Background: an optimization exercise with open tools, aiming at small area. Do not read the settings as production practice.
Only simulation tests tie the RTL to the original design; equivalence was not proved.
The flow treats the clock pin as an ideal source, which a real chip does not have.
Power and IR drop assume default switching activity.

[flow/flow/abc_area.script]
strash
dch
amap
strash
dch
amap
topo
[flow/flow/run.sh]
#!/bin/bash
# Standard ORFS layout with three changes:
#  - ABC maps the logic with an area-oriented script (flow/abc_area.script, used in
#    place of ORFS's abc_area.script; flip-flop mapping is untouched),
#  - port buffers use the smallest buffer cell (buf_1),
#  - after CTS, each clock buffer that drives flip-flops is sized to the smallest
#    clkbuf that keeps its flip-flops' clock slew low (flow/post_cts.tcl).
set -euo pipefail
W=$(pwd)
rm -rf "$W/orfs_scripts"
cp -r "$FLOW_HOME/scripts" "$W/orfs_scripts"
cp "$W/flow/abc_area.script" "$W/orfs_scripts/abc_area.script"
export SCRIPTS_DIR="$W/orfs_scripts"
export BUFFER_PORTS_ARGS="-buffer_cell sky130_fd_sc_hd__buf_1"
export POST_CTS_TCL="$W/flow/post_cts.tcl"
bash standard.sh finish > flow_make.log 2>&1
[flow/flow/post_cts.tcl]
# Size each clock-tree buffer to the smallest clkbuf whose clock pins keep a low slew.
set clk_slew_target 0.115
set clk_cands {sky130_fd_sc_hd__clkbuf_4 sky130_fd_sc_hd__clkbuf_8 sky130_fd_sc_hd__clkbuf_16}
proc clk_sink_slew {inst} {
  set worst 0.0
  set out [get_pins -of_objects $inst -filter "direction == output"]
  foreach p [get_pins -of_objects [get_nets -of_objects $out] -filter "direction == input"] {
    set s [get_property $p slew_max]
    if {$s > $worst} { set worst $s }
  }
  return $worst
}
estimate_parasitics -placement
set leaves {}
foreach inst [get_cells clkbuf_*] {
  set out [get_pins -of_objects $inst -filter "direction == output"]
  set ff 0
  foreach p [get_pins -of_objects [get_nets -of_objects $out] -filter "direction == input"] {
    if {[get_property $p is_clock]} { incr ff }
  }
  # only buffers that drive flip-flops directly
  set is_leaf 1
  foreach p [get_pins -of_objects [get_nets -of_objects $out] -filter "direction == input"] {
    if {[string match "*clkbuf*" [get_property [get_cells -of_objects $p] ref_name]]} { set is_leaf 0 }
  }
  if {$is_leaf} { lappend leaves $inst }
}
foreach inst $leaves {
  set orig [get_property $inst ref_name]
  foreach c $clk_cands {
    replace_cell $inst $c
    estimate_parasitics -placement
    set s [clk_sink_slew $inst]
    if {$s <= $clk_slew_target || $c eq [lindex $clk_cands end]} {
      puts "clock buffer [get_full_name $inst]: $orig -> $c (sink slew [format %.3f $s])"
      break
    }
  }
}

# legalize after the size changes
detailed_placement
check_placement -verbose
[flow/design.v]
module BusHarness(input clk, input reset,
    input [31:0] io_jtag_haddr,
    input  io_jtag_hwrite,
    input [2:0] io_jtag_hsize,
    input [2:0] io_jtag_hburst,
    input [3:0] io_jtag_hprot,
    input [1:0] io_jtag_htrans,
    input  io_jtag_hmastlock,
    input [31:0] io_jtag_hwdata,
    output[31:0] io_jtag_hrdata,
    output io_jtag_hready,
    output io_jtag_hresp,
    input [31:0] io_dmem_haddr,
    input  io_dmem_hwrite,
    input [2:0] io_dmem_hsize,
    input [2:0] io_dmem_hburst,
    input [3:0] io_dmem_hprot,
    input [1:0] io_dmem_htrans,
    input  io_dmem_hmastlock,
    input [31:0] io_dmem_hwdata,
    output[31:0] io_dmem_hrdata,
    output io_dmem_hready,
    output io_dmem_hresp,
    input [31:0] io_imem_haddr,
    input  io_imem_hwrite,
    input [2:0] io_imem_hsize,
    input [2:0] io_imem_hburst,
    input [3:0] io_imem_hprot,
    input [1:0] io_imem_htrans,
    input  io_imem_hmastlock,
    input [31:0] io_imem_hwdata,
    output[31:0] io_imem_hrdata,
    output io_imem_hready,
    output io_imem_hresp,
    output[31:0] io_uart_paddr,
    output io_uart_pwrite,
    output io_uart_psel,
    output io_uart_penable,
    output[31:0] io_uart_pwdata,
    input [31:0] io_uart_prdata,
    input  io_uart_pready,
    input  io_uart_pslverr,
    output[31:0] io_spi_paddr,
    output io_spi_pwrite,
    output io_spi_psel,
    output io_spi_penable,
    output[31:0] io_spi_pwdata,
    input [31:0] io_spi_prdata,
    input  io_spi_pready,
    input  io_spi_pslverr,
    output[31:0] io_i2c_paddr,
    output io_i2c_pwrite,
    output io_i2c_psel,
    output io_i2c_penable,
    output[31:0] io_i2c_pwdata,
    input [31:0] io_i2c_prdata,
    input  io_i2c_pready,
    input  io_i2c_pslverr,
    output[31:0] io_datamem_haddr,
    output io_datamem_hwrite,
    output[2:0] io_datamem_hsize,
    output[2:0] io_datamem_hburst,
    output[3:0] io_datamem_hprot,
    output[1:0] io_datamem_htrans,
    output io_datamem_hmastlock,
    output[31:0] io_datamem_hwdata,
    input [31:0] io_datamem_hrdata,
    output io_datamem_hsel,
    output io_datamem_hreadyin,
    input  io_datamem_hreadyout,
    input  io_datamem_hresp,
    output[31:0] io_codemem_haddr,
    output io_codemem_hwrite,
    output[2:0] io_codemem_hsize,
    output[2:0] io_codemem_hburst,
    output[3:0] io_codemem_hprot,
    output[1:0] io_codemem_htrans,
    output io_codemem_hmastlock,
    output[31:0] io_codemem_hwdata,
    input [31:0] io_codemem_hrdata,
    output io_codemem_hsel,
    output io_codemem_hreadyin,
    input  io_codemem_hreadyout,
    input  io_codemem_hresp
);
  localparam W = 46;
  wire [31:0] m_hrdata_w [0:2];
  wire [2:0]  m_hresp_w;
  wire [W-1:0] io_m [0:2];
  assign io_m[0] = {io_jtag_hmastlock, io_jtag_hprot, io_jtag_hburst, io_jtag_hsize, io_jtag_hwrite, io_jtag_htrans, io_jtag_haddr};
  assign io_m[1] = {io_dmem_hmastlock, io_dmem_hprot, io_dmem_hburst, io_dmem_hsize, io_dmem_hwrite, io_dmem_htrans, io_dmem_haddr};
  assign io_m[2] = {io_imem_hmastlock, io_imem_hprot, io_imem_hburst, io_imem_hsize, io_imem_hwrite, io_imem_htrans, io_imem_haddr};
  wire [31:0] hw_m [0:2];
  assign hw_m[0] = io_jtag_hwdata;
  assign hw_m[1] = io_dmem_hwdata;
  assign hw_m[2] = io_imem_hwdata;
  wire [2:0]  s_rdy;
  wire [2:0]  s_resp;
  wire [31:0] s_rdata [0:2];
  reg  [2:0]   skb_valid;
  reg  [2:0]   dph [0:2];       
  reg  [W-1:0] buf_q [0:2];     
  reg  [2:0] hold [0:2];
  reg  [2:0] drop;               
  wire [2:0] own [0:2];
  wire [2:0] hold_any;
  assign hold_any[0] = hold[0][0] | hold[1][0] | hold[2][0];
  assign hold_any[1] = hold[0][1] | hold[1][1] | hold[2][1];
  assign hold_any[2] = hold[0][2] | hold[1][2] | hold[2][2];
  wire [W-1:0] req_m [0:2];     
  wire [2:0]   sel   [0:2];     
  wire [2:0]   rdy_ms [0:2];    
  wire [2:0]   mrdy;            
  wire [2:0]   skid;
  wire         apb_hold;
  wire [2:0]   hrdyin;
  genvar m, s;
  generate
    for (m = 0; m < 3; m = m + 1) begin : g_m
      wire use_buf = skb_valid[m] | hold_any[m] | (apb_hold & own[0][m]);
      assign req_m[m] = use_buf ? buf_q[m] : io_m[m];
      wire act = io_m[m][33:32] != 2'b00;
      wire [2:0] dec_io;
      assign dec_io[0] = act & (io_m[m][31:28] == 4'h3);
      assign dec_io[1] = act & (io_m[m][31:28] == 4'h2);
      assign dec_io[2] = act & (io_m[m][31:28] == 4'h0);
      assign sel[m] = skb_valid[m] ? dph[m] : dec_io;
      for (s = 0; s < 3; s = s + 1) begin : g_s
        assign own[s][m] = dph[m][s] & ~hold[s][m] & ~skb_valid[m] & ~drop[m];
        assign rdy_ms[m][s] = s_rdy[s] & ~hold[s][m];
      end
      assign mrdy[m] = ~(|dph[m]) | (|(dph[m] & rdy_ms[m]));
      assign skid[m] = (|dph[m]) & (|(sel[m] & ~rdy_ms[m]));
      assign hrdyin[m] = skb_valid[m] | mrdy[m];
      always @(posedge clk) begin
        buf_q[m] <= req_m[m];
        if (reset) begin
          skb_valid[m] <= 1'b0;
          dph[m] <= 3'b000;
          drop[m] <= 1'b0;
        end else if (mrdy[m]) begin
          skb_valid[m] <= skid[m];
          dph[m] <= sel[m];
          drop[m] <= ~(|dph[m]) & (|(sel[m] & ~s_rdy));
        end
      end
    end
  endgenerate
  wire [2:0] m_hready = ~skb_valid & mrdy;
  wire [2:0]   grant [0:2];     
  wire [W-1:0] s_req [0:2];
  wire [31:0]  s_hwdata [0:2];
  generate
    for (s = 0; s < 3; s = s + 1) begin : g_p
      wire [2:0] rq;
      assign rq[0] = (sel[0][s] & hrdyin[0]) | hold[s][0];
      assign rq[1] = (sel[1][s] & hrdyin[1]) | hold[s][1];
      assign rq[2] = (sel[2][s] & hrdyin[2]) | hold[s][2];
      assign grant[s][0] = rq[0];
      assign grant[s][1] = ~rq[0] & rq[1];
      assign grant[s][2] = ~rq[0] & ~rq[1] & rq[2];
      assign s_req[s] = ({W{grant[s][0]}} & req_m[0]) | ({W{grant[s][1]}} & req_m[1]) | ({W{grant[s][2]}} & req_m[2]);
      assign s_hwdata[s] = ({32{own[s][0]}} & hw_m[0]) | ({32{own[s][1]}} & hw_m[1]) | ({32{own[s][2]}} & hw_m[2]);
      always @(posedge clk) begin
        if (reset) begin
          hold[s] <= 3'b000;
        end else if (s_rdy[s]) begin
          hold[s] <= rq & ~grant[s];
        end
      end
    end
  endgenerate
  wire [2:0] s_hsel;
  assign s_hsel[0] = |grant[0];
  assign s_hsel[1] = |grant[1];
  assign s_hsel[2] = |grant[2];
  generate
    for (m = 0; m < 3; m = m + 1) begin : g_r
      wire [2:0] rs = dph[m] & {own[2][m], own[1][m], own[0][m]};
      assign m_hrdata_w[m] = ({32{rs[0]}} & s_rdata[0]) | ({32{rs[1]}} & s_rdata[1]) | ({32{rs[2]}} & s_rdata[2]);
      assign m_hresp_w[m] = |(rs & s_resp);
    end
  endgenerate
  reg  [1:0]  state;
  wire transfer = s_hsel[0] & s_rdy[0] & s_req[0][33];
  wire psel = state != 2'd0;
  wire penable = state == 2'd2;
  assign apb_hold = psel & ~s_rdy[0];
  wire [31:0] paddr_q = ({32{own[0][0]}} & buf_q[0][31:0]) | ({32{own[0][1]}} & buf_q[1][31:0]) | ({32{own[0][2]}} & buf_q[2][31:0]);
  wire pwrite_q = (own[0][0] & buf_q[0][34]) | (own[0][1] & buf_q[1][34]) | (own[0][2] & buf_q[2][34]);
  wire [2:0] ps;
  assign ps[0] = psel & (paddr_q[27:24] == 4'h2);
  assign ps[1] = psel & (paddr_q[27:24] == 4'h1);
  assign ps[2] = psel & (paddr_q[27:24] == 4'h0);
  wire pready = (ps[0] & io_uart_pready) | (ps[1] & io_spi_pready) | (ps[2] & io_i2c_pready);
  assign s_resp[0] = (ps[0] & io_uart_pslverr) | (ps[1] & io_spi_pslverr) | (ps[2] & io_i2c_pslverr);
  assign s_rdata[0] = ({32{ps[0]}} & io_uart_prdata) | ({32{ps[1]}} & io_spi_prdata) | ({32{ps[2]}} & io_i2c_prdata);
  assign s_rdy[0] = (state == 2'd0) | (penable & pready);
  always @(posedge clk) begin
    if (reset) state <= 2'd0;
    else if (state == 2'd2) state <= pready ? (transfer ? 2'd1 : 2'd0) : 2'd2;
    else if (state == 2'd1) state <= 2'd2;
    else if (transfer) state <= 2'd1;
  end
  assign io_uart_paddr = {~ps[0], ~ps[0], ps[0], ps[0], ~ps[0], ~ps[0], ps[0], ~ps[0], paddr_q[23:0]};
  assign io_spi_paddr  = {~ps[1], ~ps[1], ps[1], ps[1], ~ps[1], ~ps[1], ~ps[1], ps[1], paddr_q[23:0]};
  assign io_i2c_paddr  = {~ps[2], ~ps[2], ps[2], ps[2], ~ps[2], ~ps[2], ~ps[2], ~ps[2], paddr_q[23:0]};
  assign io_uart_pwrite = pwrite_q;
  assign io_spi_pwrite  = pwrite_q;
  assign io_i2c_pwrite  = pwrite_q;
  assign io_uart_psel = ps[0];
  assign io_spi_psel  = ps[1];
  assign io_i2c_psel  = ps[2];
  assign io_uart_penable = penable & ps[0];
  assign io_spi_penable  = penable & ps[1];
  assign io_i2c_penable  = penable & ps[2];
  assign io_uart_pwdata = s_hwdata[0];
  assign io_spi_pwdata  = s_hwdata[0];
  assign io_i2c_pwdata  = s_hwdata[0];
  assign s_rdy[1] = io_datamem_hreadyout;
  assign s_resp[1] = io_datamem_hresp;
  assign s_rdata[1] = io_datamem_hrdata;
  assign s_rdy[2] = io_codemem_hreadyout;
  assign s_resp[2] = io_codemem_hresp;
  assign s_rdata[2] = io_codemem_hrdata;
  assign {io_datamem_hmastlock, io_datamem_hprot, io_datamem_hburst, io_datamem_hsize, io_datamem_hwrite, io_datamem_htrans, io_datamem_haddr[27:0]} = {s_req[1][45:32], s_req[1][27:0]};
  assign io_datamem_haddr[31:28] = {~s_hsel[1], ~s_hsel[1], s_hsel[1], ~s_hsel[1]};
  assign io_datamem_hwdata = s_hwdata[1];
  assign io_datamem_hsel = s_hsel[1];
  assign io_datamem_hreadyin = io_datamem_hreadyout;
  assign {io_codemem_hmastlock, io_codemem_hprot, io_codemem_hburst, io_codemem_hsize, io_codemem_hwrite, io_codemem_htrans, io_codemem_haddr[27:0]} = {s_req[2][45:32], s_req[2][27:0]};
  assign io_codemem_haddr[31:28] = {4{~s_hsel[2]}};
  assign io_codemem_hwdata = s_hwdata[2];
  assign io_codemem_hsel = s_hsel[2];
  assign io_codemem_hreadyin = io_codemem_hreadyout;
  assign io_jtag_hready = m_hready[0];
  assign io_dmem_hready = m_hready[1];
  assign io_imem_hready = m_hready[2];
  assign io_jtag_hresp = m_hresp_w[0];
  assign io_dmem_hresp = m_hresp_w[1];
  assign io_imem_hresp = m_hresp_w[2];
  assign io_jtag_hrdata = m_hrdata_w[0];
  assign io_dmem_hrdata = m_hrdata_w[1];
  assign io_imem_hrdata = m_hrdata_w[2];
endmodule
[flow/standard.sh]
#!/bin/bash
# synth_recipe.tcl (not shown) runs the flow's synth.tcl, then flattens the netlist and writes it again
# the make line also repeats each setting of config.mk as NAME=value (left out here)
make -C /OpenROAD-flow-scripts/flow DESIGN_CONFIG=/design/flow/config.mk WORK_HOME=/design/flow/orfs CLKGATE_MAP_FILE= SYNTH_SCRIPT=/design/flow/synth_recipe.tcl "${@:-finish}"
[flow/config.mk]
export PLATFORM = sky130hd
export DESIGN_NAME = BusHarness
export DESIGN_NICKNAME = BusHarness
export VERILOG_FILES = /design/flow/design.v
export SDC_FILE = /design/flow/constraint.sdc
export NUM_CORES = 4
export LEC_CHECK = 0
export ABC_AREA = 1
export CAP_MARGIN = 20
export CORE_AREA = 4 4 276 276
export DIE_AREA = 0 0 280 280
export PLACE_DENSITY = 0.6
export SLEW_MARGIN = 20
[flow/constraint.sdc]
create_clock -name core_clock -period 8.0 [get_ports {clk}]
set_input_delay 1.6000 -clock core_clock [delete_from_list [all_inputs] [get_ports {clk}]]
set_output_delay 1.6000 -clock core_clock [all_outputs]
set_load 0.01 [all_outputs]
==> notes.md, run 1 <==
first-pass GRT wire length 130 mm; Iter 0 DRT Violations 2,754; final setup fails 0; synthesis-stage register bit count 149; Total Die Area 0.0784 mm^2; relative slew slack 27.7%; Final min period 7570 ps; Worst EP required 6400 ps; outcome timing/DRC/antenna clean; CTS tree yes; Clk Latency, worst-skew pair 410 ps; via count 16,300; maximum vdd drop 0.000164 V; Final period util 94.6%; drt via density 5.28; HPWL after DPL 80.6 mm; vias in the first global route around 15,000; post-DR wirelength/cell 32.4 um; Setup crit start kind register; GRT Total Usage 23.6%; fin util about a fifth; initial antenna violation count 35; Core ar. 0.0732 mm^2; M3 GR Usage 8.01%; final RePlAce weighted congestion between 0.9 and 1; die span in x 280 um; Ports 869; syn nets 1,715; CP Max Fanout 43; Syn Std Cell Area 0.0105 mm^2; largest net degree at the start of global routing 66; Worst Tran Pin Value 1080 ps; row count just under 100; RSZ-0062 raised after global routing false; most frequent cells in the layout buf_1, clkinv_1, o21ai_0; GR Layer Usage met1 27.9%; syn avg cell area 8.03 um^2; commonest non-fill, non-tap cell in the layout buf_1; port buffer count roughly 870; share of cells above drive strength 1 4.90%; # DRC 0; register area share after synthesis 28.4%; fmax about 130 MHz; maxcap violations 0; # clock sinks between 100 and 150; Overall Power between 5 and 6 mW; CP endpoint kind primary output; Slew Limit Fails 0; Initial Util 14.4%; number of synthesis warnings 4; clock transition at the registers of the reported paths 110 ps; arrival time worst endpoint 5970 ps; Hold Path Class reg -> reg; Final Hold Viols 0; Chip Height 280 um; final setup TNS 0 ps; nets around 2,500; leakage power 4.38 nW; Pre-Repair DR Iteration Count 13; post-route ant nets 0; kind of critical path reg -> out; Yosys cell types 29; total grt overflow 0; drt total wl 100 mm; Power per Cell Area roughly 370 mW/mm^2; Layout area overhead 41.3%; grt met2 use 39.0%; Worst Skew around 28 ps; gr busiest metal met2; cell count after synthesis 1,309
==> cell usage after synthesis <==
cell / instances / area share, %
clkinv_1: 207 / 7.4
or2_0: 2 / 0.12
nand3b_1: 2 / 0.14
a22o_1: 83 / 6.9
o31ai_1: 1 / 0.071
dfxtp_1: 149 / 28
nor2b_1: 1 / 0.060
nand2_1: 7 / 0.25
a32oi_1: 1 / 0.083
o221ai_1: 3 / 0.25
o21bai_1: 1 / 0.071
a2111oi_0: 4 / 0.33
o21ai_0: 195 / 9.3
nand2b_1: 2 / 0.12
o22a_1: 1 / 0.083
a22oi_1: 186 / 13
o22ai_1: 47 / 2.8
o21a_1: 1 / 0.071
nor2_1: 67 / 2.4
or3_1: 1 / 0.060
buf_4: 143 / 10
a222oi_1: 157 / 15
a211oi_1: 1 / 0.071
a221oi_1: 7 / 0.58
nor4_1: 7 / 0.42
nor3_1: 18 / 0.86
a21oi_1: 13 / 0.62
nor3b_1: 1 / 0.071
o32ai_1: 1 / 0.083
==> per-layer routing <==
metal  up-vias  wire, um
met3       220     11400
met4         6      5050
li1       6780         -
met5         -        43
met1      7843     36900
met2      1449     46700
==> worst max-delay path, cell delays in order (launching register included) <==
cell	delay (ps)
dfxtp_1	470
clkinv_1	150
nand2_1	210
nor3_4	50
buf_4	220
a222oi_1	470
buf_4	230
clkinv_1	150
nor2_4	150
clkinv_1	260
nor2_1	210
a21oi_1	100
nand2_2	300
clkinv_1	300
nor2_1	220
a21oi_2	130
clkinv_1	110
nor2_1	90
o21ai_1	280
clkinv_1	130
nand2_1	160
nor2_4	50
buf_4	280
a22oi_1	340
o21ai_0	230
buf_1	200
==> power breakdown <==
group	total, mW	switching [mW]	internal [mW]
combinational	3.74	2.75	0.996
clock	0.637	0.355	0.281
sequential	1.16	0.168	0.997
==> flip-flops by register name, indices dropped and copies added (netlist names) <==
register / flops
hold: 6
state: 2
drop: 3
skb_valid: 3
buf_q: 126
dph: 9
==> area by class of cell <==
cell class / count / area (um^2)
Fill cell: 8594 / 58400
Multi-Input combinational cell: 810 / 5880
Timing Repair Buffer: 906 / 3560
Sequential cell: 149 / 2980
Tap cell: 959 / 1200
Inverter: 207 / 781
Clock buffer: 18 / 260
Clock inverter: 14 / 143
Antenna cell: 21 / 52.6
==> cells by family (layout without fill, tap and decap cells) <==
kind of cell	count (synthesis)	count (layout)	share of synthesized area [%]
compound gates	702	702	49.5
buf+inv	350	1145	17.6
flops	149	149	28.4
simple gates	108	108	4.49
other cells	0	21	0
==> worst paths after layout <==
check                       startpoint                     to  slack [ps]  depth (start not counted)
max          skb_valid[2]$_SDFFE_PP0P_   io_codemem_haddr[27]         430                         25
min               buf_q[1][38]$_DFF_P_   buf_q[1][38]$_DFF_P_         500                          2
max reg2reg  skb_valid[1]$_SDFFE_PP0P_  state[0]$_SDFFE_PP0P_        2380                         20
min reg2reg       buf_q[1][38]$_DFF_P_   buf_q[1][38]$_DFF_P_         500                          2
==> through the flow <==
step                      cell area, um^2  hold slack, ps  cells  worst slack, ps
after floorplan                     10700             447   1309             31.7
after global placement              14400             467   3031              847
after detailed placement            14400             475   3031              745
after global routing                14800             522   3075             9.58
final                               14900             495   3084              434
==> run 2: changes to the inputs <==
--- a/flow/config.mk
+++ b/flow/config.mk
@@ -9,5 +9,5 @@
 export CAP_MARGIN = 20
 export CORE_AREA = 4 4 276 276
 export DIE_AREA = 0 0 280 280
-export PLACE_DENSITY = 0.6
+export PLACE_DENSITY = 0.8
 export SLEW_MARGIN = 20
==> run 2 against run 1 <==
- still clean on timing, DRC and antenna
- hold slack better by 12 ps
- sequential power barely moved
- critical path depth is 7 lower
- flip-flop and latch count unchanged
- synthesized area stayed put
- final cell count increased by 0.23%
- die area unchanged
- synthesized cell count stayed put
- total power down 0.22%
- design area hardly changed
- largest power group unchanged
==> notes.md, run 2 <==
synthesis-stage register bit count 149; Power per Cell Area 372 mW/mm^2; Post-Synth Adder-Cell Area 0%; final setup fails 0; maximum vdd drop 0.000196 V; post-DR wirelength/cell 31.9 um; max reg flops 126; CP Max Fanout 43; Final min period approximately 7600 ps; # DRC 0; relative slew slack a little over a fifth; syn nets between 1,500 and 2,000; HPWL after DPL 78.8 mm; most frequent cell after synthesis clkinv_1; drt via density 5.29; number of synthesized flops with an enable pin 0; Iter 0 DRT Violations roughly 2,700; leakage power 4.35 nW; register area share after synthesis 28.4%; RSZ-0062 raised after global routing false; CP endpoint kind primary output; most frequent cells in the layout buf_1, clkinv_1, o21ai_0; Cell Area, Placed approximately 0.014 mm^2; Slowest cell on crit path clkinv_2; Synth Flop Type dfxtp_1; nets roughly 2,500; Post-synth top cells clkinv_1, o21ai_0, a22oi_1; Final period util 94.8%; Worst Skew 35.7 ps; vias in the first global route 15,000; kind of critical path reg -> out; drt total wl 98.7 mm; Final Hold Viols 0; Setup crit start kind register; post-synthesis mux area share 0%; post-route ant nets 0; Clk Latency, worst-skew pair 420 ps; Hold Path Class reg -> reg; Total Die Area 0.0784 mm^2; syn avg cell area roughly 8 um^2; Initial Util 14.4%; largest family of logic cells by synthesized area compound AO/OA/AOI/OAI gates; share of cells above drive strength 1 4.67%; maxcap violations 0; final RePlAce weighted congestion 0.954; dpl ws 539 ps; Slew Limit Fails 0; ys async rst share 0%; cells along the critical path or2_0 > nor3b_4 > buf_4 > a222oi_1 > buf_4 > nand2b_1 > nor2_4 > clkinv_1 > nor2_1 > a21oi_1 > nand2_2 > o21ai_4 > buf_4 > clkinv_2 > o22a_1 > a22oi_1 > o21ai_0 > buf_1; Post-Synth Simple-Gate Area 4.49%; arrival time worst endpoint ~6000 ps; via count between 15,000 and 20,000; CP delay by family, top buffers and inverters; Worst Tran Pin Value 1180 ps; Fin Hold WS 507 ps; Synth Area in XOR/XNOR 0%; die span in x 280 um; Most flops, register buf_q; fmax about 130 MHz; CP max stage delay 830 ps; post-synth top area share 28.4%; CTS tree yes; GRT Total Usage a little under a quarter; Syn Std Cell Area roughly 0.011 mm^2; cell count after synthesis 1,309; # clock sinks about 150; clock transition at the registers of the reported paths 80 ps; Synth Area in Compound Gates between 40% and 50%; design area about 0.015 mm^2; Chip Height around 280 um; outcome timing/DRC/antenna clean; number of synthesis warnings 4; total grt overflow 0; initial antenna violation count 59; Layout area overhead 41.3%; Pre-Repair DR Iteration Count 12; first-pass GRT wire length 127 mm; largest net degree at the start of global routing 66; final setup TNS 0 ps; Area contributors post-synth dfxtp_1, a222oi_1, a22oi_1; Yosys cell types 29; setup ws final roughly 420 ps; Worst Path Buf+Inv 6; Worst EP required 6400 ps; top flop regs buf_q x126, dph x9, hold x6; CP most frequent cell buf_4; row count 99; port buffer count 868; commonest non-fill, non-tap cell in the layout buf_1; Synth area leader dfxtp_1; Ports around 870; Core ar. roughly 0.073 mm^2
[run 2: cell counts after synthesis]
No cell type changed its count.
[run 2: worst min-delay path, stage by stage (launching register included)]
cell,delay [ps]
dfxtp_1,320
o22ai_1,110
clkinv_1,50
[run 2: final cells by class]
| class | instances | area [um^2] |
|---|---|---|
| diodes | 34 | 85.1 |
| clock buffers | 19 | 295 |
| clock inverters | 13 | 135 |
| fillers | 8336 | 58400 |
| inverters | 207 | 781 |
| multi-input cells | 810 | 5880 |
| flip-flops and latches | 149 | 2980 |
| well taps | 959 | 1200 |
| repair buffers | 900 | 3500 |
[run 2: kinds of logic (layout without fill, tap and decap cells)]
group / count (synthesis) / after routing
AO/OA/AOI/OAI: 702 / 702
buffers and inverters: 350 / 1139
flip-flops: 149 / 149
other: 0 / 34
AND/OR/NAND/NOR: 108 / 108
[run 2: path summary, 6_finish.rpt]
check | startpoint | endpoint | slack (ps) | cells after the start
worst max register to register | skb_valid[1]$_SDFFE_PP0P_ | state[0]$_SDFFE_PP0P_ | 2210 | 21
worst min-delay path | buf_q[1][39]$_DFF_P_ | buf_q[1][39]$_DFF_P_ | 510 | 2
worst min register to register | buf_q[1][39]$_DFF_P_ | buf_q[1][39]$_DFF_P_ | 510 | 2
worst max-delay path | skb_valid[1]$_SDFFE_PP0P_ | io_codemem_htrans[1] | 420 | 18
[run 2: per-layer routing]
metal | GRT usage [%] | wire length [um] | share of wire (%)
met1 | 25.8 | 35000 | 35
met2 | 38.9 | 46300 | 47
met3 | 8.92 | 11700 | 12
met4 | 12.2 | 5540 | 5.6
met5 | 0 | 83 | 0.084
[run 2: power breakdown]
| group | internal (mW) | switching, mW |
|---|---|---|
| registers | 0.997 | 0.153 |
| clock network | 0.307 | 0.358 |
| logic | 0.985 | 2.73 |
| total | 2.29 | 3.24 |
[run 2: through the flow]
stage | utilization (%) | power (mW) | cells
global placement | 19.6 | 4.80 | 3022
floorplan | - | 3.26 | 1309
global route | 20.2 | 5.79 | 3077
detailed placement | 19.6 | 4.82 | 3022
finish | 20.3 | 5.53 | 3091

## separate check: timing with driven ports
No port has a modelled driver above. Below, the same layouts with a new extraction and two added sets of constraints.
Step 1: set_driving_cell puts a clkbuf_16 on clk and a buf_2 on each other input, an assumption about the parent block.
Step 2 adds t to the input delays and takes it off the output delays; t is the mean of the earliest and latest rising clock arrival at the registers after step 1. Input paths then give back, and output paths get back, about the clock's delay inside the block.
a / b / c = no drivers / after step 1 / after step 2; a / b = the first two.
run	t (ns)	setup slack, ns	hold slack, ns	worst register clock-pin slew, ns	worst slew at a driven data input, ns
run 1	0.444	0.434 / 0.386 / 0.830	0.495 / 0.495 / 0.495	0.11 / 0.11	0.27
run 2	0.443	0.418 / 0.373 / 0.816	0.507 / 0.507 / 0.507	0.12 / 0.12	0.23
After both steps every run listed still meets setup and hold.
